What follows belongs to an exercise in optimizing a design on an open flow for small area; a production flow would make more cautious choices. In this exercise RTL edits were held to simulation tests only and were not proved equivalent to the original.

File: flow/design.v
module snn_fpga_top (
    input wire clk,
    input wire rst_n,
    input wire [31:0] host_addr,
    input wire [31:0] host_data_in,
    output reg [31:0] host_data_out,
    input wire host_write_en,
    input wire host_read_en,
    input wire start_compute,
    output wire compute_done,
    input wire [63:0] pixel_buffer,     
    output reg [79:0] result_buffer     
);
    reg [79:0] spike_counts;
    wire [9:0] output_spikes;
    wire w1_wr_en = host_write_en && (host_addr[13:12] == 2'b01);
    wire w2_wr_en = host_write_en && (host_addr[13:12] == 2'b10);
    snn_computation_core snn_core (
        .clk(clk),
        .rst_n(rst_n),
        .start_compute(start_compute),
        .input_data(pixel_buffer),
        .w1_wr_en(w1_wr_en),
        .w2_wr_en(w2_wr_en),
        .wr_post(host_addr[9:6]),
        .wr_pre(host_addr[5:2]),
        .wr_data(host_data_in[7:0]),
        .output_spikes(output_spikes),
        .compute_done(compute_done)
    );
    integer i;
    always @(posedge clk or negedge rst_n) begin
        if (!rst_n) begin
            spike_counts <= 80'h0;
            result_buffer <= 80'h0;
        end else if (compute_done) begin
            result_buffer <= spike_counts;
            spike_counts <= 80'h0;
        end else if (start_compute) begin
            for (i = 0; i < 10; i = i + 1)
                spike_counts[8*i +: 8] <= spike_counts[8*i +: 8] + {7'd0, output_spikes[i]};
        end
    end
    reg [7:0] rd_byte;
    always @(*) begin
        case (host_addr[7:0])
            8'h04: rd_byte = result_buffer[7:0];
            8'h08: rd_byte = result_buffer[15:8];
            8'h0C: rd_byte = result_buffer[23:16];
            8'h10: rd_byte = result_buffer[31:24];
            8'h14: rd_byte = result_buffer[39:32];
            8'h18: rd_byte = result_buffer[47:40];
            8'h1C: rd_byte = result_buffer[55:48];
            8'h20: rd_byte = result_buffer[63:56];
            8'h24: rd_byte = result_buffer[71:64];
            8'h28: rd_byte = result_buffer[79:72];
            default: rd_byte = 8'h0;
        endcase
    end
    reg [8:0] rd_q;
    always @(posedge clk or negedge rst_n) begin
        if (!rst_n) begin
            rd_q <= 9'h0;
        end else if (host_read_en) begin
            rd_q <= {(host_addr[7:0] == 8'h00) & compute_done, rd_byte};
        end
    end
    always @(*) host_data_out = {22'h0, rd_q[8], 1'b0, rd_q[7:0]};
endmodule
module snn_computation_core (
    input wire clk,
    input wire rst_n,
    input wire start_compute,
    input wire [63:0] input_data,
    input wire w1_wr_en,
    input wire w2_wr_en,
    input wire [3:0] wr_post,
    input wire [3:0] wr_pre,
    input wire [7:0] wr_data,
    output wire [9:0] output_spikes,
    output reg compute_done
);
    reg [6:0] time_step;
    wire step_lt = (time_step < 7'd100);
    always @(posedge clk or negedge rst_n) begin
        if (!rst_n) begin
            time_step <= 7'd0;
            compute_done <= 1'b0;
        end else if (start_compute) begin
            if (step_lt) begin
                time_step <= time_step + 7'd1;
                compute_done <= 1'b0;
            end else begin
                time_step <= 7'd0;
                compute_done <= 1'b1;
            end
        end
    end
    wire step = start_compute & step_lt;
    wire [7:0] input_spikes;
    wire [7:0] hidden_spikes;
    wire [63:0] hidden_currents;    
    wire [109:0] output_currents;   
    spike_encoder #(.INPUT_SIZE(8)) encoder (
        .clk(clk),
        .rst_n(rst_n),
        .pixel_data(input_data),
        .pixel_valid(start_compute && time_step == 7'd0),
        .spike_out(input_spikes)
    );
    synapse_matrix #(
        .POST_NEURONS(8),
        .OUT_LAYER(0),
        .CW(8)
    ) input_hidden_synapses (
        .clk(clk),
        .rst_n(rst_n),
        .weight_update_enable(step),
        .pre_spikes(input_spikes),
        .post_spikes(hidden_spikes),
        .wr_en(w1_wr_en),
        .wr_post(wr_post),
        .wr_pre(wr_pre),
        .wr_data(wr_data),
        .post_currents(hidden_currents)
    );
    genvar h;
    generate
        for (h = 0; h < 8; h = h + 1) begin : hidden_neurons
            neuron_lif_improved #(.W(11), .IW(8), .LW(5)) hidden_neuron (
                .clk(clk),
                .rst_n(rst_n),
                .enable(step),
                .input_current(hidden_currents[8*h +: 8]),
                .spike(hidden_spikes[h])
            );
        end
    endgenerate
    synapse_matrix #(
        .POST_NEURONS(10),
        .OUT_LAYER(1),
        .CW(11)
    ) hidden_output_synapses (
        .clk(clk),
        .rst_n(rst_n),
        .weight_update_enable(step),
        .pre_spikes(hidden_spikes),
        .post_spikes(output_spikes),
        .wr_en(w2_wr_en),
        .wr_post(wr_post),
        .wr_pre(wr_pre),
        .wr_data(wr_data),
        .post_currents(output_currents)
    );
    genvar o;
    generate
        for (o = 0; o < 10; o = o + 1) begin : output_neurons
            neuron_lif_improved #(.W(13), .IW(11), .LW(8)) output_neuron (
                .clk(clk),
                .rst_n(rst_n),
                .enable(step),
                .input_current(output_currents[11*o +: 11]),
                .spike(output_spikes[o])
            );
        end
    endgenerate
endmodule
module spike_encoder #(
    parameter INPUT_SIZE = 8
)(
    input wire clk,
    input wire rst_n,
    input wire [8*INPUT_SIZE-1:0] pixel_data,       
    input wire pixel_valid,                         
    output reg [INPUT_SIZE-1:0] spike_out           
);
    reg [8*INPUT_SIZE-1:0] firing_thresholds;
    reg [15:0] lfsr;
    always @(posedge clk or negedge rst_n) begin
        if (!rst_n)
            lfsr <= 16'hACE1;
        else
            lfsr <= {lfsr[14:0], lfsr[15] ^ lfsr[13] ^ lfsr[12] ^ lfsr[10]};
    end
    wire [7:0] nr = ~lfsr[7:0];
    always @(posedge clk or negedge rst_n) begin
        if (!rst_n)
            firing_thresholds <= 0;
        else if (pixel_valid)
            firing_thresholds <= ~pixel_data;
    end
    genvar i, j;
    generate
        for (i = 0; i < INPUT_SIZE; i = i + 1) begin : cmp
            wire [7:0] t = firing_thresholds[8*i +: 8];
            wire [8:0] c;
            assign c[0] = 1'b0;
            for (j = 0; j < 8; j = j + 1) begin : ch
                assign c[j+1] = (t[j] & nr[j]) | (c[j] & (t[j] | nr[j]));
            end
            always @(posedge clk or negedge rst_n) begin
                if (!rst_n)
                    spike_out[i] <= 1'b0;
                else
                    spike_out[i] <= c[8];
            end
        end
    endgenerate
endmodule
module synapse_matrix #(
    parameter POST_NEURONS = 8,
    parameter OUT_LAYER = 0,          
    parameter CW = 8                  
)(
    input wire clk,
    input wire rst_n,
    input wire weight_update_enable,
    input wire [7:0] pre_spikes,
    input wire [POST_NEURONS-1:0] post_spikes,
    input wire wr_en,
    input wire [3:0] wr_post,
    input wire [3:0] wr_pre,
    input wire [7:0] wr_data,
    output wire [CW*POST_NEURONS-1:0] post_currents
);
    wire col_ok = wr_en & ~wr_pre[3];
    genvar i, k, b;
    generate
        for (i = 0; i < POST_NEURONS; i = i + 1) begin : post_neurons
            reg [63:0] weights;      
            reg [CW-1:0] current_sum;
            wire [63:0] terms;
            wire row_wr = col_ok & (wr_post == i);
            wire rq  = weight_update_enable & post_spikes[i];
            wire rnq = weight_update_enable & ~post_spikes[i];
            for (k = 0; k < 8; k = k + 1) begin : syn
                wire [7:0] w = weights[8*k +: 8];
                wire p = pre_spikes[k];
                assign terms[8*k +: 8] = w & {8{p}};
                wire ws = row_wr & (wr_pre[2:0] == k);
                wire hi_ones = &w[7:3];
                wire hi_zero = ~|w[7:3];
                wire inc_ok = ~(hi_ones & (w[2] | w[1]));   
                wire dec_ok = ~hi_zero | (w[2] & w[1]);     
                wire act = (rq & inc_ok) | (p & rnq & dec_ok);
                wire c5 = w[2] | (w[1] & w[0]);
                wire c2 = w[2] & w[1];
                wire [2:0] lo5 = {~(w[2] ^ (w[1] & w[0])), w[1] ^ w[0], ~w[0]};
                wire [2:0] lo2 = {w[2] ^ w[1], ~w[1], w[0]};
                wire inc = act & (p ? (rq & c5) : c2);
                wire dec = act & p & rnq & ~c5;
                wire [4:0] u = w[7:3];
                wire [4:0] all1, all0;
                assign all1[0] = 1'b1;
                assign all0[0] = 1'b1;
                for (b = 1; b < 5; b = b + 1) begin : pc
                    assign all1[b] = all1[b-1] & u[b-1];
                    assign all0[b] = all0[b-1] & ~u[b-1];
                end
                wire [4:0] tog = ({5{inc}} & all1) | ({5{dec}} & all0);
                wire [7:0] upd = {u ^ tog, act ? (p ? lo5 : lo2) : w[2:0]};
                always @(posedge clk or negedge rst_n) begin
                    if (!rst_n)
                        weights[8*k +: 8] <= 8'd128;
                    else if (ws)
                        weights[8*k +: 8] <= wr_data;
                    else
                        weights[8*k +: 8] <= upd;
                end
            end
            wire [CW-1:0] sum;
            if (OUT_LAYER) begin : so
                csa_sum_out add (.x(terms), .s(sum));
            end else begin : sh
                csa_sum_hid add (.x(terms), .s(sum));
            end
            always @(posedge clk or negedge rst_n) begin
                if (!rst_n)
                    current_sum <= {CW{1'b0}};
                else
                    current_sum <= sum;
            end
            assign post_currents[CW*i +: CW] = current_sum;
        end
    endgenerate
endmodule
module csa_sum_hid (
    input wire [63:0] x,
    output wire [7:0] s
);
    wire s0 = x[0] ^ x[8] ^ x[16];
    wire c0 = (x[0] & x[8]) | (x[0] & x[16]) | (x[8] & x[16]);
    wire s1 = x[24] ^ x[32] ^ x[40];
    wire c1 = (x[24] & x[32]) | (x[24] & x[40]) | (x[32] & x[40]);
    wire s2 = x[48] ^ x[56] ^ s0;
    wire c2 = (x[48] & x[56]) | (x[48] & s0) | (x[56] & s0);
    wire s3 = s1 ^ s2;
    wire c3 = s1 & s2;
    wire s4 = x[1] ^ x[9] ^ x[17];
    wire c4 = (x[1] & x[9]) | (x[1] & x[17]) | (x[9] & x[17]);
    wire s5 = x[25] ^ x[33] ^ x[41];
    wire c5 = (x[25] & x[33]) | (x[25] & x[41]) | (x[33] & x[41]);
    wire s6 = x[49] ^ x[57] ^ c0;
    wire c6 = (x[49] & x[57]) | (x[49] & c0) | (x[57] & c0);
    wire s7 = c1 ^ s4 ^ s5;
    wire c7 = (c1 & s4) | (c1 & s5) | (s4 & s5);
    wire s8 = c2 ^ s6 ^ s7;
    wire c8 = (c2 & s6) | (c2 & s7) | (s6 & s7);
    wire s9 = c3 ^ s8;
    wire c9 = c3 & s8;
    wire s10 = x[2] ^ x[10] ^ x[18];
    wire c10 = (x[2] & x[10]) | (x[2] & x[18]) | (x[10] & x[18]);
    wire s11 = x[26] ^ x[34] ^ x[42];
    wire c11 = (x[26] & x[34]) | (x[26] & x[42]) | (x[34] & x[42]);
    wire s12 = x[50] ^ x[58] ^ c4;
    wire c12 = (x[50] & x[58]) | (x[50] & c4) | (x[58] & c4);
    wire s13 = c5 ^ s10 ^ s11;
    wire c13 = (c5 & s10) | (c5 & s11) | (s10 & s11);
    wire s14 = c6 ^ c7 ^ s12;
    wire c14 = (c6 & c7) | (c6 & s12) | (c7 & s12);
    wire s15 = s13 ^ c8 ^ s14;
    wire c15 = (s13 & c8) | (s13 & s14) | (c8 & s14);
    wire s16 = c9 ^ s15;
    wire c16 = c9 & s15;
    wire s17 = x[3] ^ x[11] ^ x[19];
    wire c17 = (x[3] & x[11]) | (x[3] & x[19]) | (x[11] & x[19]);
    wire s18 = x[27] ^ x[35] ^ x[43];
    wire c18 = (x[27] & x[35]) | (x[27] & x[43]) | (x[35] & x[43]);
    wire s19 = x[51] ^ x[59] ^ c10;
    wire c19 = (x[51] & x[59]) | (x[51] & c10) | (x[59] & c10);
    wire s20 = c11 ^ s17 ^ s18;
    wire c20 = (c11 & s17) | (c11 & s18) | (s17 & s18);
    wire s21 = c12 ^ c13 ^ s19;
    wire c21 = (c12 & c13) | (c12 & s19) | (c13 & s19);
    wire s22 = s20 ^ c14 ^ s21;
    wire c22 = (s20 & c14) | (s20 & s21) | (c14 & s21);
    wire s23 = c15 ^ s22 ^ c16;
    wire c23 = (c15 & s22) | (c15 & c16) | (s22 & c16);
    wire s24 = x[4] ^ x[12] ^ x[20];
    wire c24 = (x[4] & x[12]) | (x[4] & x[20]) | (x[12] & x[20]);
    wire s25 = x[28] ^ x[36] ^ x[44];
    wire c25 = (x[28] & x[36]) | (x[28] & x[44]) | (x[36] & x[44]);
    wire s26 = x[52] ^ x[60] ^ c17;
    wire c26 = (x[52] & x[60]) | (x[52] & c17) | (x[60] & c17);
    wire s27 = c18 ^ s24 ^ s25;
    wire c27 = (c18 & s24) | (c18 & s25) | (s24 & s25);
    wire s28 = c19 ^ c20 ^ s26;
    wire c28 = (c19 & c20) | (c19 & s26) | (c20 & s26);
    wire s29 = s27 ^ c21 ^ s28;
    wire c29 = (s27 & c21) | (s27 & s28) | (c21 & s28);
    wire s30 = c22 ^ s29 ^ c23;
    wire c30 = (c22 & s29) | (c22 & c23) | (s29 & c23);
    wire s31 = x[5] ^ x[13] ^ x[21];
    wire c31 = (x[5] & x[13]) | (x[5] & x[21]) | (x[13] & x[21]);
    wire s32 = x[29] ^ x[37] ^ x[45];
    wire c32 = (x[29] & x[37]) | (x[29] & x[45]) | (x[37] & x[45]);
    wire s33 = x[53] ^ x[61] ^ c24;
    wire c33 = (x[53] & x[61]) | (x[53] & c24) | (x[61] & c24);
    wire s34 = c25 ^ s31 ^ s32;
    wire c34 = (c25 & s31) | (c25 & s32) | (s31 & s32);
    wire s35 = c26 ^ c27 ^ s33;
    wire c35 = (c26 & c27) | (c26 & s33) | (c27 & s33);
    wire s36 = s34 ^ c28 ^ s35;
    wire c36 = (s34 & c28) | (s34 & s35) | (c28 & s35);
    wire s37 = c29 ^ s36 ^ c30;
    wire c37 = (c29 & s36) | (c29 & c30) | (s36 & c30);
    wire s38 = x[6] ^ x[14] ^ x[22];
    wire c38 = (x[6] & x[14]) | (x[6] & x[22]) | (x[14] & x[22]);
    wire s39 = x[30] ^ x[38] ^ x[46];
    wire c39 = (x[30] & x[38]) | (x[30] & x[46]) | (x[38] & x[46]);
    wire s40 = x[54] ^ x[62] ^ c31;
    wire c40 = (x[54] & x[62]) | (x[54] & c31) | (x[62] & c31);
    wire s41 = c32 ^ s38 ^ s39;
    wire c41 = (c32 & s38) | (c32 & s39) | (s38 & s39);
    wire s42 = c33 ^ c34 ^ s40;
    wire c42 = (c33 & c34) | (c33 & s40) | (c34 & s40);
    wire s43 = s41 ^ c35 ^ s42;
    wire c43 = (s41 & c35) | (s41 & s42) | (c35 & s42);
    wire s44 = c36 ^ s43 ^ c37;
    wire c44 = (c36 & s43) | (c36 & c37) | (s43 & c37);
    wire s45 = x[7] ^ x[15] ^ x[23];
    wire c45 = (x[7] & x[15]) | (x[7] & x[23]) | (x[15] & x[23]);
    wire s46 = x[31] ^ x[39] ^ x[47];
    wire c46 = (x[31] & x[39]) | (x[31] & x[47]) | (x[39] & x[47]);
    wire s47 = x[55] ^ x[63] ^ c38;
    wire c47 = (x[55] & x[63]) | (x[55] & c38) | (x[63] & c38);
    wire s48 = c39 ^ s45 ^ s46;
    wire c48 = (c39 & s45) | (c39 & s46) | (s45 & s46);
    wire s49 = c40 ^ c41 ^ s47;
    wire c49 = (c40 & c41) | (c40 & s47) | (c41 & s47);
    wire s50 = s48 ^ c42 ^ s49;
    wire c50 = (s48 & c42) | (s48 & s49) | (c42 & s49);
    wire s51 = c43 ^ s50 ^ c44;
    wire c51 = (c43 & s50) | (c43 & c44) | (s50 & c44);
    wire s52 = c45 ^ c46 ^ c47;
    wire c52 = (c45 & c46) | (c45 & c47) | (c46 & c47);
    wire s53 = c48 ^ c49 ^ s52;
    wire c53 = (c48 & c49) | (c48 & s52) | (c49 & s52);
    wire s54 = c50 ^ s53 ^ c51;
    wire c54 = (c50 & s53) | (c50 & c51) | (s53 & c51);
    wire s55 = c52 ^ c53 ^ c54;
    wire c55 = (c52 & c53) | (c52 & c54) | (c53 & c54);
    assign s = {c55, s55, s54, s51, s44, s37, s30, s23};
endmodule
module csa_sum_out (
    input wire [63:0] x,
    output wire [10:0] s
);
    wire s0 = x[0] ^ x[8] ^ x[16];
    wire c0 = (x[0] & x[8]) | (x[0] & x[16]) | (x[8] & x[16]);
    wire s1 = x[24] ^ x[32] ^ x[40];
    wire c1 = (x[24] & x[32]) | (x[24] & x[40]) | (x[32] & x[40]);
    wire s2 = x[48] ^ x[56] ^ s0;
    wire c2 = (x[48] & x[56]) | (x[48] & s0) | (x[56] & s0);
    wire s3 = s1 ^ s2;
    wire c3 = s1 & s2;
    wire s4 = x[1] ^ x[9] ^ x[17];
    wire c4 = (x[1] & x[9]) | (x[1] & x[17]) | (x[9] & x[17]);
    wire s5 = x[25] ^ x[33] ^ x[41];
    wire c5 = (x[25] & x[33]) | (x[25] & x[41]) | (x[33] & x[41]);
    wire s6 = x[49] ^ x[57] ^ c0;
    wire c6 = (x[49] & x[57]) | (x[49] & c0) | (x[57] & c0);
    wire s7 = c1 ^ s4 ^ s5;
    wire c7 = (c1 & s4) | (c1 & s5) | (s4 & s5);
    wire s8 = c2 ^ s6 ^ s7;
    wire c8 = (c2 & s6) | (c2 & s7) | (s6 & s7);
    wire s9 = c3 ^ s8;
    wire c9 = c3 & s8;
    wire s10 = x[2] ^ x[10] ^ x[18];
    wire c10 = (x[2] & x[10]) | (x[2] & x[18]) | (x[10] & x[18]);
    wire s11 = x[26] ^ x[34] ^ x[42];
    wire c11 = (x[26] & x[34]) | (x[26] & x[42]) | (x[34] & x[42]);
    wire s12 = x[50] ^ x[58] ^ c4;
    wire c12 = (x[50] & x[58]) | (x[50] & c4) | (x[58] & c4);
    wire s13 = c5 ^ s10 ^ s11;
    wire c13 = (c5 & s10) | (c5 & s11) | (s10 & s11);
    wire s14 = c6 ^ c7 ^ s12;
    wire c14 = (c6 & c7) | (c6 & s12) | (c7 & s12);
    wire s15 = s13 ^ c8 ^ s14;
    wire c15 = (s13 & c8) | (s13 & s14) | (c8 & s14);
    wire s16 = c9 ^ s15;
    wire c16 = c9 & s15;
    wire s17 = x[3] ^ x[11] ^ x[19];
    wire c17 = (x[3] & x[11]) | (x[3] & x[19]) | (x[11] & x[19]);
    wire s18 = x[27] ^ x[35] ^ x[43];
    wire c18 = (x[27] & x[35]) | (x[27] & x[43]) | (x[35] & x[43]);
    wire s19 = x[51] ^ x[59] ^ c10;
    wire c19 = (x[51] & x[59]) | (x[51] & c10) | (x[59] & c10);
    wire s20 = c11 ^ s17 ^ s18;
    wire c20 = (c11 & s17) | (c11 & s18) | (s17 & s18);
    wire s21 = c12 ^ c13 ^ s19;
    wire c21 = (c12 & c13) | (c12 & s19) | (c13 & s19);
    wire s22 = s20 ^ c14 ^ s21;
    wire c22 = (s20 & c14) | (s20 & s21) | (c14 & s21);
    wire s23 = c15 ^ s22 ^ c16;
    wire c23 = (c15 & s22) | (c15 & c16) | (s22 & c16);
    wire s24 = x[4] ^ x[12] ^ x[20];
    wire c24 = (x[4] & x[12]) | (x[4] & x[20]) | (x[12] & x[20]);
    wire s25 = x[28] ^ x[36] ^ x[44];
    wire c25 = (x[28] & x[36]) | (x[28] & x[44]) | (x[36] & x[44]);
    wire s26 = x[52] ^ x[60] ^ c17;
    wire c26 = (x[52] & x[60]) | (x[52] & c17) | (x[60] & c17);
    wire s27 = c18 ^ s24 ^ s25;
    wire c27 = (c18 & s24) | (c18 & s25) | (s24 & s25);
    wire s28 = c19 ^ c20 ^ s26;
    wire c28 = (c19 & c20) | (c19 & s26) | (c20 & s26);
    wire s29 = s27 ^ c21 ^ s28;
    wire c29 = (s27 & c21) | (s27 & s28) | (c21 & s28);
    wire s30 = c22 ^ s29 ^ c23;
    wire c30 = (c22 & s29) | (c22 & c23) | (s29 & c23);
    wire s31 = x[5] ^ x[13] ^ x[21];
    wire c31 = (x[5] & x[13]) | (x[5] & x[21]) | (x[13] & x[21]);
    wire s32 = x[29] ^ x[37] ^ x[45];
    wire c32 = (x[29] & x[37]) | (x[29] & x[45]) | (x[37] & x[45]);
    wire s33 = x[53] ^ x[61] ^ c24;
    wire c33 = (x[53] & x[61]) | (x[53] & c24) | (x[61] & c24);
    wire s34 = c25 ^ s31 ^ s32;
    wire c34 = (c25 & s31) | (c25 & s32) | (s31 & s32);
    wire s35 = c26 ^ c27 ^ s33;
    wire c35 = (c26 & c27) | (c26 & s33) | (c27 & s33);
    wire s36 = s34 ^ c28 ^ s35;
    wire c36 = (s34 & c28) | (s34 & s35) | (c28 & s35);
    wire s37 = c29 ^ s36 ^ c30;
    wire c37 = (c29 & s36) | (c29 & c30) | (s36 & c30);
    wire s38 = x[6] ^ x[14] ^ x[22];
    wire c38 = (x[6] & x[14]) | (x[6] & x[22]) | (x[14] & x[22]);
    wire s39 = x[30] ^ x[38] ^ x[46];
    wire c39 = (x[30] & x[38]) | (x[30] & x[46]) | (x[38] & x[46]);
    wire s40 = x[54] ^ x[62] ^ c31;
    wire c40 = (x[54] & x[62]) | (x[54] & c31) | (x[62] & c31);
    wire s41 = c32 ^ s38 ^ s39;
    wire c41 = (c32 & s38) | (c32 & s39) | (s38 & s39);
    wire s42 = c33 ^ c34 ^ s40;
    wire c42 = (c33 & c34) | (c33 & s40) | (c34 & s40);
    wire s43 = s41 ^ c35 ^ s42;
    wire c43 = (s41 & c35) | (s41 & s42) | (c35 & s42);
    wire s44 = c36 ^ s43 ^ c37;
    wire c44 = (c36 & s43) | (c36 & c37) | (s43 & c37);
    wire s45 = x[7] ^ x[15] ^ x[23];
    wire c45 = (x[7] & x[15]) | (x[7] & x[23]) | (x[15] & x[23]);
    wire s46 = x[31] ^ x[39] ^ x[47];
    wire c46 = (x[31] & x[39]) | (x[31] & x[47]) | (x[39] & x[47]);
    wire s47 = x[55] ^ x[63] ^ c38;
    wire c47 = (x[55] & x[63]) | (x[55] & c38) | (x[63] & c38);
    wire s48 = c39 ^ s45 ^ s46;
    wire c48 = (c39 & s45) | (c39 & s46) | (s45 & s46);
    wire s49 = c40 ^ c41 ^ s47;
    wire c49 = (c40 & c41) | (c40 & s47) | (c41 & s47);
    wire s50 = s48 ^ c42 ^ s49;
    wire c50 = (s48 & c42) | (s48 & s49) | (c42 & s49);
    wire s51 = c43 ^ s50 ^ c44;
    wire c51 = (c43 & s50) | (c43 & c44) | (s50 & c44);
    wire s52 = c45 ^ c46 ^ c47;
    wire c52 = (c45 & c46) | (c45 & c47) | (c46 & c47);
    wire s53 = c48 ^ c49 ^ s52;
    wire c53 = (c48 & c49) | (c48 & s52) | (c49 & s52);
    wire s54 = c50 ^ s53 ^ c51;
    wire c54 = (c50 & s53) | (c50 & c51) | (s53 & c51);
    wire s55 = c52 ^ c53 ^ c54;
    wire c55 = (c52 & c53) | (c52 & c54) | (c53 & c54);
    assign s = {c55, s55, s54, s51, s44, s37, s30, s23, s16, s9, s3};
endmodule
module neuron_lif_improved #(
    parameter W = 13,        
    parameter IW = 11,       
    parameter LW = 8         
)(
    input wire clk,
    input wire rst_n,
    input wire enable,
    input wire [IW-1:0] input_current,
    output reg spike
);
    reg [W-1:0] d;
    reg [1:0] refractory_counter;
    wire neg = d[W-1];
    wire [W-2:0] m = d[W-2:0];
    wire [W:0] t;
    rca #(.N(W)) add_t (.a({1'b0, m}), .b({m, 1'b0}), .ci(1'b0), .s(t[W-1:0]), .co(t[W]));
    wire [W:0] u;
    rca #(.N(W+1)) add_u (.a(t), .b({4'b0, t[W:4]}), .ci(1'b0), .s(u), .co());
    wire [LW-1:0] leak_p = u[LW+5:6];
    wire [5:0] dl = d[5:0];                  
    wire [1:0] leak_n = (dl <= 6'd23) ? 2'd2 : (dl <= 6'd43) ? 2'd1 : 2'd0;
    wire [W-1:0] mterm = neg ? {{(W-2){1'b0}}, leak_n} : {{(W-LW){1'b1}}, ~leak_p};
    wire [W-1:0] e1;
    rca #(.N(W)) add_e1 (.a(d), .b(mterm), .ci(~neg), .s(e1), .co());
    wire [W-1:0] e2;
    rca #(.N(W)) add_e2 (.a(e1), .b({{(W-IW){1'b0}}, input_current}), .ci(1'b0), .s(e2), .co());
    wire fire = ~neg & (m >= 100);
    always @(posedge clk or negedge rst_n) begin
        if (!rst_n) begin
            d <= {W{1'b0}};
            spike <= 1'b0;
            refractory_counter <= 2'd0;
        end else if (enable) begin
            if (refractory_counter != 2'd0) begin
                refractory_counter <= refractory_counter - 2'd1;
                d <= -50;
                spike <= 1'b0;
            end else begin
                d <= e2;
                spike <= fire;
                if (fire)
                    refractory_counter <= 2'd2;
            end
        end
    end
endmodule
module rca #(
    parameter N = 8
)(
    input wire [N-1:0] a,
    input wire [N-1:0] b,
    input wire ci,
    output wire [N-1:0] s,
    output wire co
);
    wire [N:0] c;
    assign c[0] = ci;
    genvar j;
    generate
        for (j = 0; j < N; j = j + 1) begin : bit_
            assign s[j] = a[j] ^ b[j] ^ c[j];
            assign c[j+1] = (a[j] & b[j]) | (c[j] & (a[j] ^ b[j]));
        end
    endgenerate
    assign co = c[N];
endmodule
File: flow/run.sh
#!/bin/bash
# synth_recipe.tcl (not shown) runs the flow's synth.tcl, then flattens the netlist and writes it again
# the make line also repeats each setting of config.mk as NAME=value (left out here)
make -C /OpenROAD-flow-scripts/flow DESIGN_CONFIG=/design/flow/config.mk WORK_HOME=/design/flow/orfs CLKGATE_MAP_FILE= SYNTH_SCRIPT=/design/flow/synth_recipe.tcl finish
File: flow/config.mk
export PLATFORM = sky130hd
export DESIGN_NAME = snn_fpga_top
export DESIGN_NICKNAME = snn_fpga_top
export VERILOG_FILES = /design/flow/design.v
export SDC_FILE = /design/flow/constraint.sdc
export NUM_CORES = 4
export LEC_CHECK = 0
export CAP_MARGIN = 20
export CORE_MARGIN = 2
export CORE_UTILIZATION = 30
export SLEW_MARGIN = 20
File: flow/constraint.sdc
create_clock -name core_clock -period 15.0 [get_ports {clk}]
set_input_delay 3.0000 -clock core_clock [delete_from_list [all_inputs] [get_ports {clk}]]
set_output_delay 3.0000 -clock core_clock [all_outputs]
set_load 0.01 [all_outputs]
==> flow_metrics.env, run 1 <==
export IMPL_r2r_cells=35
export IMPL_setup_viol=0
export IMPL_dieArea_mm2=0.545
export IMPL_worstPathArrival_ns=11.38
export IMPL_drive_gt1_share_pct=6.24
export IMPL_clock_sinks=1863
export IMPL_drt_iter0_drc=10500
export IMPL_rows=269
export IMPL_num_nets_final=19900
export IMPL_num_fill_cells=54900
export IMPL_yosysSeqAreaShare_pct=28.9
export IMPL_clk_latency_ns=0.95
export IMPL_fin_util_pct=33.2
export IMPL_cts_reportedPaths_clkPinSlew_ns=0.06
export IMPL_reg2reg_from="snn_core.output_neurons[9].output_neuron.d[0]"
export IMPL_cp_max_fo=4
export IMPL_grt_pass1_wl_mm=730
export IMPL_gp_congestion=0.862
export IMPL_grt_overflow_total=0
export IMPL_synth_area_top_cells="dfrtp_1 26%, fa_1 19%, ha_1 8.4%"
export IMPL_route_detailed_drc=0
export IMPL_ys_flop_type="dfrtp_1"
export IMPL_critPathLaunchType="flip-flop"
export IMPL_drv_slew=0
export IMPL_crit_family="adder cells"
export IMPL_fin_crit_ns=10.66
export IMPL_crit_end="snn_core.output_neurons[9].output_neuron.d[11]"
export IMPL_ys_warn_count=7
export IMPL_synth_common_cells="2411 x nand2_1, 1836 x inv_1, 1711 x dfrtp_1, 1520 x fa_1, 1428 x o21ai_0"
export IMPL_avgSynthCellArea_um2=9.17
export IMPL_setup_tns_ns=0
export IMPL_die_h_um=738
export IMPL_post_cts_buffers=0
export IMPL_max_stage_delay_ns=0.62
export IMPL_cp_startpoint="snn_core.output_neurons[9].output_neuron.d[0]"
export IMPL_crit_path_frequent_cell="fa_1"
export IMPL_synth_distinct_cells=96
export IMPL_hold_viol_final=0
export IMPL_cts_resized=0
export IMPL_ys_seq_elements=1863
export IMPL_fin_crit_sh_pct=71.1
export IMPL_endpoint_kind="flip-flop"
export IMPL_antenna_found_initial=24
export IMPL_grt_pass1_vias=122000
export IMPL_ios=246
export IMPL_dpl_cell_area_mm2=0.170
export IMPL_rsz0062_at_grt="no"
export IMPL_yosysMostFrequentCell="nand2_1"
export IMPL_via_count=123000
export IMPL_max_clock_freq_ghz=0.0938
export IMPL_fin_area_mm2=0.178
export IMPL_grtUsageTotal_pct=17.0
export IMPL_portBuffers=178
export IMPL_firstDrtPassIters=6
export IMPL_avgRoutedWirePerCell_um=18.9
export IMPL_worstPathRequired_ns=15.73
export IMPL_dp_cells=24200
export IMPL_synth_area_leader_cell="dfrtp_1"
export IMPL_outcome="finished clean"
export IMPL_reg2reg_setup_slack_ns=4.34
export IMPL_timing_rr_end="snn_core.output_neurons[9].output_neuron.d[11]"
export IMPL_path_class="flip-flop to flip-flop"
export IMPL_die_w_um=738
export IMPL_tightest_slew_ns=1.19
export IMPL_viasPerCell=4.99
export IMPL_tritoncts="done"
export IMPL_syn_area_mm2=0.162
export IMPL_stdcell_count=24600
export IMPL_drt_antenna_violating_nets=0
export IMPL_wl_mm=466
export IMPL_syn_inst=17600
export IMPL_cts_max_level=4
export IMPL_skew_ns=0.0988
export IMPL_initial_core_util_pct=30.1
export IMPL_cpMaxStageDelayCell="fa_1"
export IMPL_holdBufCountCts=0
export IMPL_cp_depth=35
export IMPL_dp_hpwl_mm=318
export IMPL_worst_hold_path_type="flip-flop to flip-flop"
export IMPL_synth_top_cell_area_share_pct=26.5
export IMPL_crit_buf_inv=7
export IMPL_cts_buffer_depth=4
export IMPL_core_area_mm2=0.537
export IMPL_grt_max_degree=178
export IMPL_cts_root_buffer="clkbuf_16"
export IMPL_numCtsBuffers=220
export IMPL_area_growth_pct=10.1
export IMPL_synth_edf_count=0
export IMPL_async_flop_share_pct=100
export IMPL_drv_cap=0
export IMPL_slew_headroom_pct=20.5
area by class of cell:
class / count / area, um^2 / share of cell area, %
Antenna cell: 8 / 20.0 / 0.0112
Clock buffer: 299 / 6270 / 3.53
Clock inverter: 114 / 1500 / 0.844
Inverter: 1859 / 7000 / 3.93
Multi-Input combinational cell: 12900 / 104000 / 58.5
Sequential cell: 1863 / 46900 / 26.3
Tap cell: 7181 / 8980 / 5.05
Timing Repair Buffer: 330 / 3180 / 1.78
state kept, by name (all words and copies together), names as in the netlist, 9 cells and up:
| signal | count |
|---|---|
| snn_core.output_neurons.output_neuron.spike | 10 |
| spike_counts | 80 |
| snn_core.hidden_neurons.hidden_neuron.refractory_counter | 16 |
| snn_core.encoder.lfsr | 16 |
| snn_core.input_hidden_synapses.post_neurons.current_sum | 64 |
| snn_core.output_neurons.output_neuron.refractory_counter | 20 |
| snn_core.hidden_output_synapses.post_neurons.current_sum | 110 |
| snn_core.hidden_neurons.hidden_neuron.d | 88 |
| result_buffer | 80 |
| rd_q | 9 |
| snn_core.hidden_output_synapses.post_neurons.weights | 640 |
| snn_core.encoder.firing_thresholds | 64 |
| snn_core.output_neurons.output_neuron.d | 130 |
| snn_core.input_hidden_synapses.post_neurons.weights | 512 |
cells in the final DEF, fill, tap and decap left out, types with 65 or more instances in the layout:
| master | Yosys | layout |
|---|---|---|
| nor3_1 | 189 | 188 |
| nor2b_1 | 241 | 241 |
| ha_1 | 1080 | 1080 |
| a211oi_1 | 72 | 72 |
| mux2i_1 | 294 | 294 |
| nand4b_1 | 70 | 70 |
| nor4_1 | 107 | 107 |
| or2_2 | 71 | 71 |
| o211ai_1 | 98 | 98 |
| fa_1 | 1520 | 1520 |
| dfrtp_1 | 1711 | 1693 |
| and3_1 | 93 | 93 |
| dfstp_2 | 152 | 152 |
| nor2_1 | 1072 | 1061 |
| a21boi_0 | 76 | 76 |
| nand2_1 | 2411 | 2407 |
| nand3_1 | 197 | 196 |
| a311o_1 | 71 | 71 |
| inv_1 | 1836 | 1827 |
| a31oi_1 | 336 | 336 |
| xor2_1 | 672 | 672 |
| clkdlybuf4s50_1 | 0 | 167 |
| buf_4 | 30 | 135 |
| clkbuf_16 | 0 | 222 |
| nand2b_1 | 154 | 152 |
| mux2_2 | 160 | 160 |
| a21oi_1 | 542 | 542 |
| o21ai_0 | 1428 | 1428 |
| nand4_1 | 196 | 196 |
| o31ai_1 | 65 | 65 |
| xnor2_1 | 292 | 292 |
| and2_1 | 547 | 547 |
| or3_1 | 83 | 82 |
per-layer routing:
metal / wire, um / vias up / part of all wire (%) / GRT usage, %
li1: - / 57200 / - / -
met1: 212000 / 61100 / 46 / 24.3
met2: 207000 / 3530 / 45 / 26.6
met3: 31400 / 675 / 6.7 / 2.33
met4: 14900 / 8 / 3.2 / 4.99
met5: 57 / - / 0.012 / 0
metrics by stage:
| step | setup slack, ns | hold slack, ns |
|---|---|---|
| 4_1_cts | 4.23 | 0.327 |
| 5_1_grt | 3.75 | 0.331 |
| 3_3_place_gp | 4.36 | 0.337 |
| 3_5_place_dp | 4.33 | 0.341 |
| 6_report | 4.34 | 0.337 |
| 2_1_floorplan | 4.85 | 0.331 |
how the worst min path moves through the flow:
| stage | cells after the start | end | slack, ns | startpoint |
|---|---|---|---|---|
| 6_report | 0 | snn_core.encoder.lfsr[14] | 0.34 | snn_core.encoder.lfsr[13] |
| 5_1_grt | 0 | snn_core.encoder.lfsr[14] | 0.33 | snn_core.encoder.lfsr[13] |
| 4_1_cts | 0 | snn_core.encoder.lfsr[14] | 0.33 | snn_core.encoder.lfsr[13] |
| 3_5_place_dp | 0 | snn_core.encoder.lfsr[10] | 0.34 | snn_core.encoder.lfsr[9] |
| 3_3_place_gp | 0 | snn_core.encoder.lfsr[15] | 0.34 | snn_core.encoder.lfsr[14] |
| 2_1_floorplan | 0 | snn_core.encoder.lfsr[9] | 0.33 | snn_core.encoder.lfsr[8] |
cells by family (layout without fill, tap and decap cells):
family	count (synthesis)	count (layout)	synth area share (%)
xor+xnor	964	964	5.22
simple gates	5636	5636	16.5
other cells	1	31	0.00232
flops	1863	1863	28.9
mux	462	462	3.05
compound gates	3200	3200	12.1
buf+inv	2855	2602	6.76
fa+ha+maj	2647	2647	27.5
worst register-to-register path: cells and delay by family, from the launching register on:
family,cells,cell delay [ns]
adder cells (fa/ha/maj),24,8.88
AND/OR/NAND/NOR,2,0.53
buffers and inverters,7,0.47
flip-flops,1,0.43
AO/OA/AOI/OAI,2,0.15
==> run 2, diff against run 1 <==
--- a/flow/design.v
+++ b/flow/design.v
@@ -97,6 +97,14 @@
         end
     end
     wire step = start_compute & step_lt;
+    reg primed;
+    always @(posedge clk or negedge rst_n) begin
+        if (!rst_n)
+            primed <= 1'b0;
+        else
+            primed <= 1'b1;
+    end
+    wire neuron_step = step & primed;
     wire [7:0] input_spikes;
     wire [7:0] hidden_spikes;
     wire [63:0] hidden_currents;    
@@ -130,7 +138,7 @@
             neuron_lif_improved #(.W(11), .IW(8), .LW(5)) hidden_neuron (
                 .clk(clk),
                 .rst_n(rst_n),
-                .enable(step),
+                .enable(neuron_step),
                 .input_current(hidden_currents[8*h +: 8]),
                 .spike(hidden_spikes[h])
             );
@@ -158,7 +166,7 @@
             neuron_lif_improved #(.W(13), .IW(11), .LW(8)) output_neuron (
                 .clk(clk),
                 .rst_n(rst_n),
-                .enable(step),
+                .enable(neuron_step),
                 .input_current(output_currents[11*o +: 11]),
                 .spike(output_spikes[o])
             );
@@ -227,14 +235,14 @@
     genvar i, k, b;
     generate
         for (i = 0; i < POST_NEURONS; i = i + 1) begin : post_neurons
-            reg [63:0] weights;      
+            reg [63:0] wreg;         
             reg [CW-1:0] current_sum;
             wire [63:0] terms;
             wire row_wr = col_ok & (wr_post == i);
             wire rq  = weight_update_enable & post_spikes[i];
             wire rnq = weight_update_enable & ~post_spikes[i];
             for (k = 0; k < 8; k = k + 1) begin : syn
-                wire [7:0] w = weights[8*k +: 8];
+                wire [7:0] w = wreg[8*k +: 8] ^ 8'h80;
                 wire p = pre_spikes[k];
                 assign terms[8*k +: 8] = w & {8{p}};
                 wire ws = row_wr & (wr_pre[2:0] == k);
@@ -242,30 +250,24 @@
                 wire hi_zero = ~|w[7:3];
                 wire inc_ok = ~(hi_ones & (w[2] | w[1]));   
                 wire dec_ok = ~hi_zero | (w[2] & w[1]);     
-                wire act = (rq & inc_ok) | (p & rnq & dec_ok);
-                wire c5 = w[2] | (w[1] & w[0]);
-                wire c2 = w[2] & w[1];
-                wire [2:0] lo5 = {~(w[2] ^ (w[1] & w[0])), w[1] ^ w[0], ~w[0]};
-                wire [2:0] lo2 = {w[2] ^ w[1], ~w[1], w[0]};
-                wire inc = act & (p ? (rq & c5) : c2);
-                wire dec = act & p & rnq & ~c5;
-                wire [4:0] u = w[7:3];
-                wire [4:0] all1, all0;
-                assign all1[0] = 1'b1;
-                assign all0[0] = 1'b1;
-                for (b = 1; b < 5; b = b + 1) begin : pc
-                    assign all1[b] = all1[b-1] & u[b-1];
-                    assign all0[b] = all0[b-1] & ~u[b-1];
+                wire a5 = p & ((rq & inc_ok) | (rnq & dec_ok));
+                wire a2 = ~p & rq & inc_ok;
+                wire m  = p & rnq & dec_ok;
+                wire [7:0] d = {m, m, m, m, m, a5, a2, a5};
+                wire [8:0] c;
+                wire [7:0] upd;
+                assign c[0] = 1'b0;
+                for (b = 0; b < 8; b = b + 1) begin : fa
+                    assign upd[b] = w[b] ^ d[b] ^ c[b];
+                    assign c[b+1] = (w[b] & d[b]) | (w[b] & c[b]) | (d[b] & c[b]);
                 end
-                wire [4:0] tog = ({5{inc}} & all1) | ({5{dec}} & all0);
-                wire [7:0] upd = {u ^ tog, act ? (p ? lo5 : lo2) : w[2:0]};
                 always @(posedge clk or negedge rst_n) begin
                     if (!rst_n)
-                        weights[8*k +: 8] <= 8'd128;
+                        wreg[8*k +: 8] <= 8'd0;                  
                     else if (ws)
-                        weights[8*k +: 8] <= wr_data;
+                        wreg[8*k +: 8] <= wr_data ^ 8'h80;
                     else
-                        weights[8*k +: 8] <= upd;
+                        wreg[8*k +: 8] <= upd ^ 8'h80;
                 end
             end
             wire [CW-1:0] sum;
@@ -274,12 +276,8 @@
             end else begin : sh
                 csa_sum_hid add (.x(terms), .s(sum));
             end
-            always @(posedge clk or negedge rst_n) begin
-                if (!rst_n)
-                    current_sum <= {CW{1'b0}};
-                else
-                    current_sum <= sum;
-            end
+            always @(posedge clk)
+                current_sum <= sum;
             assign post_currents[CW*i +: CW] = current_sum;
         end
     endgenerate
@@ -582,7 +580,7 @@
     generate
         for (j = 0; j < N; j = j + 1) begin : bit_
             assign s[j] = a[j] ^ b[j] ^ c[j];
-            assign c[j+1] = (a[j] & b[j]) | (c[j] & (a[j] ^ b[j]));
+            assign c[j+1] = (a[j] & b[j]) | (a[j] & c[j]) | (b[j] & c[j]);
         end
     endgenerate
     assign co = c[N];
==> flow/flow/run.sh (new file) <==
#!/bin/bash
# Own layout flow: the standard synthesis, then the combinational logic between the
# registers and full adders is re-mapped with an area-oriented ABC script, then the standard flow's
# standard layout (floorplan .. finish) runs on that netlist. fapol.py first picks the
# polarity of each full adder cell so that fewer inverters are needed around them. Registers are untouched.
set -euo pipefail
WORK=$(pwd)
R=$WORK/orfs/results/${FLOW_PLATFORM}/snn_fpga_top/base
LIB=$FLOW_HOME/platforms/${FLOW_PLATFORM}/lib/sky130_fd_sc_hd__tt_025C_1v80.lib
YOSYS=$(command -v yosys || echo "$FLOW_HOME/../tools/install/yosys/bin/yosys")

bash standard.sh synth > "$WORK/flow_synth.log" 2>&1

cp "$R/1_2_yosys.v" "$WORK/std_synth.v"
python3 "$WORK/flow/fapol.py" "$WORK/std_synth.v" "$WORK/fapol.v" > "$WORK/flow_fapol.log" 2>&1
sed -e "s#@LIB@#$LIB#g" -e "s#@IN@#$WORK/fapol.v#g" -e "s#@OUT@#$WORK/resyn.v#g" \
    -e "s#@TOP@#${FLOW_TOP}#g" -e "s#@SCRIPT@#$WORK/flow/resyn.abc#g" "$WORK/flow/resyn.ys" > "$WORK/resyn_run.ys"
"$YOSYS" -s "$WORK/resyn_run.ys" > "$WORK/flow_resyn.log" 2>&1

# hand the re-mapped netlist to the standard flow
cp "$WORK/resyn.v" "$R/1_2_yosys.v"
rm -f "$R/1_synth.odb"
touch "$R/1_2_yosys.v"
bash standard.sh finish > "$WORK/flow_layout.log" 2>&1
==> flow/flow/fapol.py (new file) <==
#!/usr/bin/env python3
"""Choose the polarity of each full-adder cell in a flat netlist so that fewer inverters sit
between full adders and registers. A full adder is self-dual: FA(~a,~b,~c) = (~s, ~co), so a
cell may be replaced by the same cell on inverted inputs with its outputs inverted. This script
only rewires: a flipped cell gets '~' on its inputs and its outputs drive new nets that are
inverted back onto the old ones; the re-mapping that follows removes double inversions.
usage: fapol.py in.v out.v"""
import re, sys

src = open(sys.argv[1]).read()
cell_re = re.compile(r'^(\s*)(sky130_fd_sc_hd__\w+)\s+(\S+)\s*\((.*?)\);', re.S | re.M)
cells = []
for m in cell_re.finditer(src):
    pins = dict((p, n.strip()) for p, n in re.findall(r'\.(\w+)\(([^()]*)\)', m.group(4)))
    cells.append((m.start(), m.end(), m.group(2), m.group(3), pins))

OUTP = {'X', 'Y', 'Q', 'Q_N', 'SUM', 'COUT', 'HI', 'LO'}
drv, loads = {}, {}
for idx, (_, _, typ, name, pins) in enumerate(cells):
    for p, n in pins.items():
        if p in OUTP:
            drv[n] = (idx, p)
        else:
            loads.setdefault(n, []).append((idx, p))

def kind(idx):
    t = cells[idx][2]
    if '__fa_' in t: return 'fa'
    if '__inv_' in t or '__clkinv_' in t: return 'inv'
    if '__buf_' in t or '__clkbuf_' in t: return 'buf'
    if '__df' in t: return 'ff'
    return 'logic'

W_FIXED, W_LOGIC = 1.0, 0.35

def resolve_back(net):
    """follow inverters/buffers backwards: (base net, parity)"""
    par = 0
    seen = 0
    while net in drv and seen < 20:
        i, p = drv[net]
        k = kind(i)
        if k == 'inv':
            par ^= 1; net = cells[i][4]['A']
        elif k == 'buf':
            net = cells[i][4]['A']
        else:
            break
        seen += 1
    return net, par

fa = [i for i in range(len(cells)) if kind(i) == 'fa']
faset = set(fa)
# edges: (fa_in_idx or None, fa_out_idx or None, parity, weight)
edges = []
for i in fa:
    for p in ('A', 'B', 'CIN'):
        base, par = resolve_back(cells[i][4][p])
        if base in drv:
            j, _ = drv[base]
            if j in faset:
                edges.append((j, i, par, 1.0)); continue
            w = W_FIXED if kind(j) == 'ff' else W_LOGIC
        else:
            w = W_FIXED  # port or constant
        edges.append((None, i, par, w))
# fa outputs to non-fa consumers (through inverter/buffer chains)
def consumers(net, par, depth=0):
    out = []
    for (j, p) in loads.get(net, []):
        k = kind(j)
        if k == 'inv' and depth < 20:
            out += consumers(cells[j][4]['Y'], par ^ 1, depth + 1)
        elif k == 'buf' and depth < 20:
            out += consumers(cells[j][4]['X'], par, depth + 1)
        else:
            out.append((j, par))
    return out
for i in fa:
    for p in ('SUM', 'COUT'):
        n = cells[i][4].get(p)
        if n is None: continue
        for j, par in consumers(n, 0):
            if j in faset: continue   # counted from the input side
            w = W_FIXED if kind(j) == 'ff' else W_LOGIC
            edges.append((i, None, par, w))

flip = {i: 0 for i in fa}
adj = {i: [] for i in fa}
for e in edges:
    a, b, _, _ = e
    if a is not None: adj[a].append(e)
    if b is not None and b != a: adj[b].append(e)

def ecost(e):
    a, b, par, w = e
    x = par ^ (flip[a] if a is not None else 0) ^ (flip[b] if b is not None else 0)
    return w * x

def gain(i):
    before = sum(ecost(e) for e in adj[i])
    flip[i] ^= 1
    after = sum(ecost(e) for e in adj[i])
    flip[i] ^= 1
    return before - after

total0 = sum(ecost(e) for e in edges)
for it in range(50):
    changed = 0
    for i in fa:
        if gain(i) > 1e-9:
            flip[i] ^= 1; changed += 1
    if not changed: break
total1 = sum(ecost(e) for e in edges)
sys.stderr.write(f"fapol: {len(fa)} full adders, {sum(flip.values())} flipped, cost {total0:.1f} -> {total1:.1f}\n")

# rewrite
out = []
extra = []
pos = 0
k = 0
for idx, (s, e, typ, name, pins) in enumerate(cells):
    out.append(src[pos:s]); pos = e
    if idx in faset and flip[idx]:
        newpins = {}
        for p, n in pins.items():
            if p in ('A', 'B', 'CIN'):
                w = f"_fapol_{k}_"; k += 1
                extra.append(f"  wire {w};\n  assign {w} = ~{n} ;\n")
                newpins[p] = w
            else:
                w = f"_fapol_{k}_"; k += 1
                extra.append(f"  wire {w};\n  assign {n} = ~{w} ;\n")
                newpins[p] = w
        body = ",\n".join(f"    .{p}({n} )" for p, n in newpins.items())
        out.append(f"  {typ} {name} (\n{body}\n  );")
    else:
        out.append(src[s:e])
out.append(src[pos:])
res = "".join(out)
i = res.rfind("endmodule")
res = res[:i] + "".join(extra) + res[i:]
open(sys.argv[2], "w").write(res)
==> flow/flow/resyn.abc (new file) <==
strash
dch -f
amap
topo
==> flow/flow/resyn.ys (new file) <==
read_liberty -ignore_miss_func -ignore_miss_dir @LIB@
read_verilog @IN@
hierarchy -top @TOP@
# registers, full adders and tie cells stay as they are; everything else is re-mapped
setattr -mod -set keep_hierarchy 1 sky130_fd_sc_hd__df* sky130_fd_sc_hd__fa_* sky130_fd_sc_hd__conb_1
flatten
opt -purge
abc -liberty @LIB@ -script @SCRIPT@ -dont_use sky130_fd_sc_hd__probe_p_8 -dont_use sky130_fd_sc_hd__probec_p_8 -dont_use sky130_fd_sc_hd__lpflow_*
setundef -zero
hilomap -singleton -hicell sky130_fd_sc_hd__conb_1 HI -locell sky130_fd_sc_hd__conb_1 LO
splitnets
opt_clean -purge
insbuf -buf sky130_fd_sc_hd__buf_4 A X
stat -liberty @LIB@
blackbox sky130_fd_sc_hd__*
write_verilog -noattr -nohex -nodec @OUT@
==> flow/standard.sh (new file) <==
#!/bin/bash
# synth_recipe.tcl (not shown) runs the flow's synth.tcl, then flattens the netlist and writes it again
# the make line also repeats each setting of config.mk as NAME=value (left out here)
make -C /OpenROAD-flow-scripts/flow DESIGN_CONFIG=/design/flow/config.mk WORK_HOME=/design/flow/orfs CLKGATE_MAP_FILE= SYNTH_SCRIPT=/design/flow/synth_recipe.tcl "${@:-finish}"
removed: flow/run.sh
==> run 2 against run 1 <==
  * The flow now stops in netlist read-in after synthesis
==> flow_metrics.env, run 2 <==
export IMPL_outcome="stopped before the end"
export IMPL_outcome_stop_stage="netlist read-in after synthesis"
export IMPL_firstError="[ERROR STA-0171] /design/flow/orfs/results/sky130hd/snn_fpga_top/base/1_2_yosys.v line 60068, syntax error"
export IMPL_ys_warn_count=7
==> run 3, diff against run 2 <==
--- a/flow/flow/run.sh
+++ b/flow/flow/run.sh
@@ -21,4 +21,7 @@
 cp "$WORK/resyn.v" "$R/1_2_yosys.v"
 rm -f "$R/1_synth.odb"
 touch "$R/1_2_yosys.v"
-bash standard.sh finish > "$WORK/flow_layout.log" 2>&1
+# clock tree: no dummy loads
+bash standard.sh finish \
+    "CTS_ARGS=-sink_clustering_enable -repair_clock_nets -dont_use_dummy_load" \
+    > "$WORK/flow_layout.log" 2>&1
--- a/flow/flow/resyn.ys
+++ b/flow/flow/resyn.ys
@@ -4,6 +4,7 @@
 # registers, full adders and tie cells stay as they are; everything else is re-mapped
 setattr -mod -set keep_hierarchy 1 sky130_fd_sc_hd__df* sky130_fd_sc_hd__fa_* sky130_fd_sc_hd__conb_1
 flatten
+simplemap
 opt -purge
 abc -liberty @LIB@ -script @SCRIPT@ -dont_use sky130_fd_sc_hd__probe_p_8 -dont_use sky130_fd_sc_hd__probec_p_8 -dont_use sky130_fd_sc_hd__lpflow_*
 setundef -zero
--- a/flow/config.mk
+++ b/flow/config.mk
@@ -7,5 +7,5 @@
 export LEC_CHECK = 0
 export CAP_MARGIN = 20
 export CORE_MARGIN = 2
-export CORE_UTILIZATION = 30
+export CORE_UTILIZATION = 50
 export SLEW_MARGIN = 20
==> run 3 against run 2 <==
  * Now clean on timing, DRC and antenna
==> flow_metrics.env, run 3 <==
export IMPL_outcome="finished clean"
export IMPL_rows=192
export IMPL_holdBufCountCts=0
export IMPL_final_cell_mix="2370 x fa_1, 2186 x nor2_1, 1676 x dfrtp_1"
export IMPL_top_register="snn_core.hidden_output_synapses.post_neurons.wreg"
export IMPL_portBuffers=178
export IMPL_multiInputGateArea_mm2=0.0854
export IMPL_cp_max_fo=6
export IMPL_rsz0062_at_grt="no"
export IMPL_tritoncts="done"
export IMPL_avgSynthCellArea_um2=11.0
export IMPL_num_fill_cells=23500
export IMPL_post_cts_buffers=0
export IMPL_final_common_cell="fa_1"
export IMPL_cts_max_level=4
export IMPL_antenna_found_initial=38
export IMPL_drt_iter0_drc=8671
export IMPL_grt_pass1_wl_mm=650
export IMPL_cts_resized=0
export IMPL_reg2reg_setup_slack_ns=3.94
export IMPL_initial_core_util_pct=50.2
export IMPL_drv_cap=0
export IMPL_route_detailed_drc=0
export IMPL_avgRoutedWirePerCell_um=25.2
export IMPL_num_nets_final=15500
export IMPL_worstPathRequired_ns=15.79
export IMPL_top_regs="snn_core.hidden_output_synapses.post_neurons.wreg: 640 flops, snn_core.input_hidden_synapses.post_neurons.wreg: 512 flops, snn_core.output_neurons.output_neuron.d: 130 flops"
export IMPL_die_h_um=528
export IMPL_die_w_um=528
export IMPL_slew_headroom_pct=18.6
export IMPL_gp_congestion=0.902
export IMPL_worst_hold_path_type="flip-flop to flip-flop"
export IMPL_critPathLaunchType="flip-flop"
export IMPL_viasPerCell=6.04
export IMPL_largest_reg_flops=640
export IMPL_setup_tns_ns=0
export IMPL_max_stage_delay_ns=0.56
export IMPL_dp_cells=16300
export IMPL_skew_ns=0.0728
export IMPL_syn_area_mm2=0.137
export IMPL_cts_buffer_depth=4
export IMPL_area_growth_pct=9.52
export IMPL_clk_latency_ns=0.91
export IMPL_hold_viol_final=0
export IMPL_grt_pass1_vias=108000
export IMPL_tightest_slew_ns=1.22
export IMPL_cpMaxStageDelayCell="fa_1"
export IMPL_cts_root_buffer="clkbuf_16"
export IMPL_drive_gt1_share_pct=4.21
export IMPL_via_count=100000
export IMPL_clock_sinks=1864
export IMPL_wl_mm=417
export IMPL_ys_warn_count=7
export IMPL_fin_crit_sh_pct=73.7
export IMPL_setup_viol=0
export IMPL_grt_overflow_total=0
export IMPL_firstDrtPassIters=6
export IMPL_endpoint_kind="flip-flop"
export IMPL_ios=246
export IMPL_numCtsBuffers=218
export IMPL_syn_inst=12500
export IMPL_dieArea_mm2=0.279
export IMPL_grt_max_degree=180
export IMPL_fin_crit_ns=11.06
export IMPL_drt_antenna_violating_nets=0
export IMPL_register_area_mm2=0.0458
export IMPL_crit_path_frequent_cell="fa_1"
export IMPL_max_clock_freq_ghz=0.0904
export IMPL_core_area_mm2=0.273
export IMPL_drv_slew=0
export IMPL_worstPathArrival_ns=11.85
export IMPL_stdcell_count=16600
export IMPL_path_class="flip-flop to flip-flop"
export IMPL_cts_reportedPaths_clkPinSlew_ns=0.06
export IMPL_grtUsageTotal_pct=30.6
export IMPL_dp_hpwl_mm=292
[run 3: routing by layer]
metal | vias up | routed length, um | global-route usage (%) | part of all wire, %
met4 | 34 | 18400 | 11.8 | 4.4
met3 | 769 | 32900 | 5.94 | 7.9
li1 | 43500 | - | - | -
met2 | 3314 | 191000 | 47.4 | 46
met1 | 52400 | 175000 | 42.9 | 42
met5 | - | 229 | 0 | 0.055
[run 3: path summary, 6_finish.rpt]
path | cells past startpoint | start | to
max in group asynchronous | 4 | rst_n | snn_core.hidden_neurons[1].hidden_neuron.d[5]
worst max register to register | 34 | snn_core.output_neurons[9].output_neuron.d[0] | snn_core.output_neurons[9].output_neuron.d[12]
min in group asynchronous | 1 | rst_n | async pin
worst max-delay path | 34 | snn_core.output_neurons[9].output_neuron.d[0] | snn_core.output_neurons[9].output_neuron.d[12]
worst min-delay path | 0 | snn_core.encoder.lfsr[8] | snn_core.encoder.lfsr[9]
worst min register to register | 0 | snn_core.encoder.lfsr[8] | snn_core.encoder.lfsr[9]
[run 3: worst max-delay path, delay by kind of cell (launching register included)]
family	cells	cell delay [ns]
adder cells (fa/ha/maj)	19	8.06
buffers and inverters	2	0.17
flip-flops	1	0.45
AND/OR/NAND/NOR	4	0.37
AO/OA/AOI/OAI	9	1.93
[run 3: final cells by class]
type / count / share of cell area, %
Multi-Input combinational cell: 8971 / 56.8
Inverter: 1537 / 3.86
Tap cell: 3589 / 2.98
Antenna cell: 21 / 0.0349
Timing Repair Buffer: 376 / 2.26
Sequential cell: 1864 / 30.4
Clock buffer: 218 / 3.63
[run 3: per-stage QoR]
step           area [um^2]  hold WS (ns)  setup WS (ns)  util, %
6_report            150000         0.347           3.94     55.0
5_1_grt             150000         0.368           3.29     55.0
4_1_cts             150000         0.353           3.93     54.9
3_5_place_dp        145000         0.340           3.95     52.9
3_3_place_gp        144000         0.332           4.04     52.8
2_1_floorplan       137000         0.331           4.48        -
==> run 4, diff against run 3 <==
--- a/flow/flow/run.sh
+++ b/flow/flow/run.sh
@@ -21,7 +21,7 @@
 cp "$WORK/resyn.v" "$R/1_2_yosys.v"
 rm -f "$R/1_synth.odb"
 touch "$R/1_2_yosys.v"
-# clock tree: no dummy loads
+# clock tree: larger sink clusters and no dummy loads (fewer, still balanced, clock buffers)
 bash standard.sh finish \
-    "CTS_ARGS=-sink_clustering_enable -repair_clock_nets -dont_use_dummy_load" \
+    "CTS_ARGS=-sink_clustering_enable -repair_clock_nets -dont_use_dummy_load -sink_clustering_size 30 -sink_clustering_max_diameter 80" \
     > "$WORK/flow_layout.log" 2>&1
==> run 4 against run 3 <==
  * Still clean
  * Sequential share of layout area grew 0.38 points
  * Utilization shrank 0.68 points
  * Register-to-register slack is essentially flat
  * Hold slack gained 0.0073 ns
  * Cell count shrank 0.44%
  * Global-route usage shrank 0.19 points
  * Synthesized cell count is the same
  * Routed wire length shrank 0.59%
  * Non-clock buffer count shrank 1
  * Largest cell class unchanged
==> flow_metrics.env, run 4 <==
export IMPL_outcome="finished clean"
export IMPL_grt_overflow_total=0
export IMPL_path_class="flip-flop to flip-flop"
export IMPL_rsz0062_at_grt="no"
export IMPL_drive_gt1_share_pct=3.65
export IMPL_drv_slew=0
export IMPL_fin_crit_ns=11.06
export IMPL_setup_tns_ns=0
export IMPL_max_stage_delay_ns=0.56
export IMPL_rows=192
export IMPL_drt_antenna_violating_nets=0
export IMPL_cpMaxStageDelayCell="fa_1"
export IMPL_fin_hold_ws_ns=0.355
export IMPL_timing_rr_end="snn_core.output_neurons[9].output_neuron.d[12]"
export IMPL_cts_max_level=4
export IMPL_reg2reg_setup_slack_ns=3.94
export IMPL_num_nets_final=15400
export IMPL_fin_crit_sh_pct=73.7
export IMPL_tightest_slew_ns=1.23
export IMPL_via_count=99800
export IMPL_die_w_um=528
export IMPL_grt_max_degree=180
export IMPL_setup_viol=0
export IMPL_cts_resized=0
export IMPL_antenna_found_initial=43
export IMPL_critPathLaunchType="flip-flop"
export IMPL_firstDrtPassIters=7
export IMPL_syn_inst=12500
export IMPL_r2r_cells=34
export IMPL_grt_pass1_wl_mm=646
export IMPL_route_detailed_drc=0
export IMPL_viasPerCell=6.05
export IMPL_worstPathRequired_ns=15.79
export IMPL_holdPathStages=0
export IMPL_die_h_um=528
export IMPL_stdcell_count=16500
export IMPL_top_regs="snn_core.hidden_output_synapses.post_neurons.wreg: 640 flops, snn_core.input_hidden_synapses.post_neurons.wreg: 512 flops, snn_core.output_neurons.output_neuron.d: 130 flops"
export IMPL_hold_viol_final=0
export IMPL_dp_cells=16300
export IMPL_holdBufCountCts=0
export IMPL_cp_max_fo=6
export IMPL_grt_pass1_vias=107000
export IMPL_dieArea_mm2=0.279
export IMPL_cts_buffer_depth=4
export IMPL_final_common_cell="fa_1"
export IMPL_reg2reg_from="snn_core.output_neurons[9].output_neuron.d[0]"
export IMPL_top_register="snn_core.hidden_output_synapses.post_neurons.wreg"
export IMPL_max_clock_freq_ghz=0.0904
export IMPL_worst_hold_path_type="flip-flop to flip-flop"
export IMPL_ys_warn_count=7
export IMPL_wl_mm=415
export IMPL_avgSynthCellArea_um2=11.0
export IMPL_ios=246
export IMPL_endpoint_kind="flip-flop"
export IMPL_drv_cap=0
export IMPL_skew_ns=0.0703
export IMPL_gp_congestion=0.902
export IMPL_cts_reportedPaths_clkPinSlew_ns=0.08
export IMPL_grtUsageTotal_pct=30.4
export IMPL_largest_reg_flops=640
export IMPL_min_from="snn_core.encoder.lfsr[9]"
export IMPL_avgRoutedWirePerCell_um=25.1
export IMPL_crit_path_frequent_cell="fa_1"
export IMPL_syn_area_mm2=0.137
export IMPL_dp_hpwl_mm=292
export IMPL_portBuffers=178
export IMPL_core_area_mm2=0.273
export IMPL_numCtsBuffers=144
export IMPL_cts_root_buffer="clkbuf_16"
export IMPL_hold_path_end="snn_core.encoder.lfsr[10]"
export IMPL_clk_latency_ns=0.88
export IMPL_worstPathArrival_ns=11.85
export IMPL_post_cts_buffers=0
export IMPL_slew_headroom_pct=17.9
export IMPL_initial_core_util_pct=50.2
export IMPL_final_cell_mix="2370 x fa_1, 2186 x nor2_1, 1676 x dfrtp_1"
export IMPL_area_growth_pct=8.17
export IMPL_clock_sinks=1864
export IMPL_drt_iter0_drc=8630
export IMPL_tritoncts="done"
-- run 4: per-stage QoR --
| stage | util [%] | area, um^2 | setup WS, ns |
|---|---|---|---|
| detailed placement | 52.9 | 145000 | 3.95 |
| finish | 54.4 | 149000 | 3.94 |
| CTS | 54.2 | 148000 | 3.93 |
| floorplan | - | 137000 | 4.48 |
| global route | 54.3 | 149000 | 3.29 |
| global placement | 52.8 | 144000 | 4.04 |
-- run 4: routing by layer --
metal  GRT usage, %  vias to the layer above  share of wire, %
met2           47.1                     3387                46
li1               -                    43300                 -
met5              0                        -             0.060
met4           11.5                       38               4.2
met1           42.7                    52300                42
met3           5.90                      730               8.2
-- run 4: worst max-delay path by stage --
stage                                                  start                                             end  slack, ns  depth (start not counted)
4_1_cts        snn_core.output_neurons[9].output_neuron.d[0]  snn_core.output_neurons[9].output_neuron.d[12]       3.93                         34
3_5_place_dp   snn_core.output_neurons[9].output_neuron.d[0]  snn_core.output_neurons[9].output_neuron.d[12]       3.95                         34
6_report       snn_core.output_neurons[9].output_neuron.d[0]  snn_core.output_neurons[9].output_neuron.d[12]       3.94                         34
3_3_place_gp   snn_core.output_neurons[9].output_neuron.d[0]  snn_core.output_neurons[9].output_neuron.d[12]       4.04                         34
5_1_grt        snn_core.output_neurons[9].output_neuron.d[0]  snn_core.output_neurons[9].output_neuron.d[12]       3.29                         34
2_1_floorplan  snn_core.output_neurons[9].output_neuron.d[0]  snn_core.output_neurons[9].output_neuron.d[11]       4.48                         32
-- run 4: cell type report --
| cell class | count | area [um^2] |
|---|---|---|
| repair buffers | 375 | 3390 |
| fillers | 23700 | 125000 |
| well taps | 3589 | 4490 |
| diodes | 23 | 57.6 |
| inverters | 1537 | 5800 |
| multi-input cells | 8971 | 85400 |
| flip-flops and latches | 1864 | 45800 |
| clock buffers | 144 | 3600 |
-- run 4: critical path, delay by kind of cell (launching register included) --
kind,cells,cell delay (ns)
flip-flops,1,0.47
AO/OA/AOI/OAI,9,1.93
buffers and inverters,2,0.17
adder cells (fa/ha/maj),19,8.05
AND/OR/NAND/NOR,4,0.37

==> what the ideal ports hide <==
Ports are ideal in the flow. The routed layouts listed here were re-timed in OpenROAD.
Step 1 (the two cells are an assumption about what drives the block):
set clk [get_ports {clk}]
set_driving_cell -lib_cell sky130_fd_sc_hd__clkbuf_16 $clk
set_driving_cell -lib_cell sky130_fd_sc_hd__buf_2 [delete_from_list [all_inputs] $clk]
Step 2, shift: input delay + t, output delay - t, t = (earliest + latest rising clock arrival at the registers) / 2. This alone moves slack from input paths to output paths.
a / b / c = ideal / step 1 / step 2; a / b = the first two.
| run | t (ns) | setup slack, ns | hold slack, ns | latest minus earliest clock arrival (ns) | pins driven straight from the clock port |
|---|---|---|---|---|---|
| run 1 | 1.028 | 4.340 / 4.340 / 4.340 | 0.337 / 0.337 / 0.337 | 0.099 / 0.099 | 1 |
| run 3 | 0.983 | 3.943 / 3.943 / 3.943 | 0.347 / 0.347 / 0.347 | 0.075 / 0.074 | 1 |
| run 4 | 0.933 | 3.943 / 3.943 / 3.943 | 0.355 / 0.355 / 0.355 | 0.094 / 0.094 | 1 |
After both steps setup and hold are still met in every run listed.
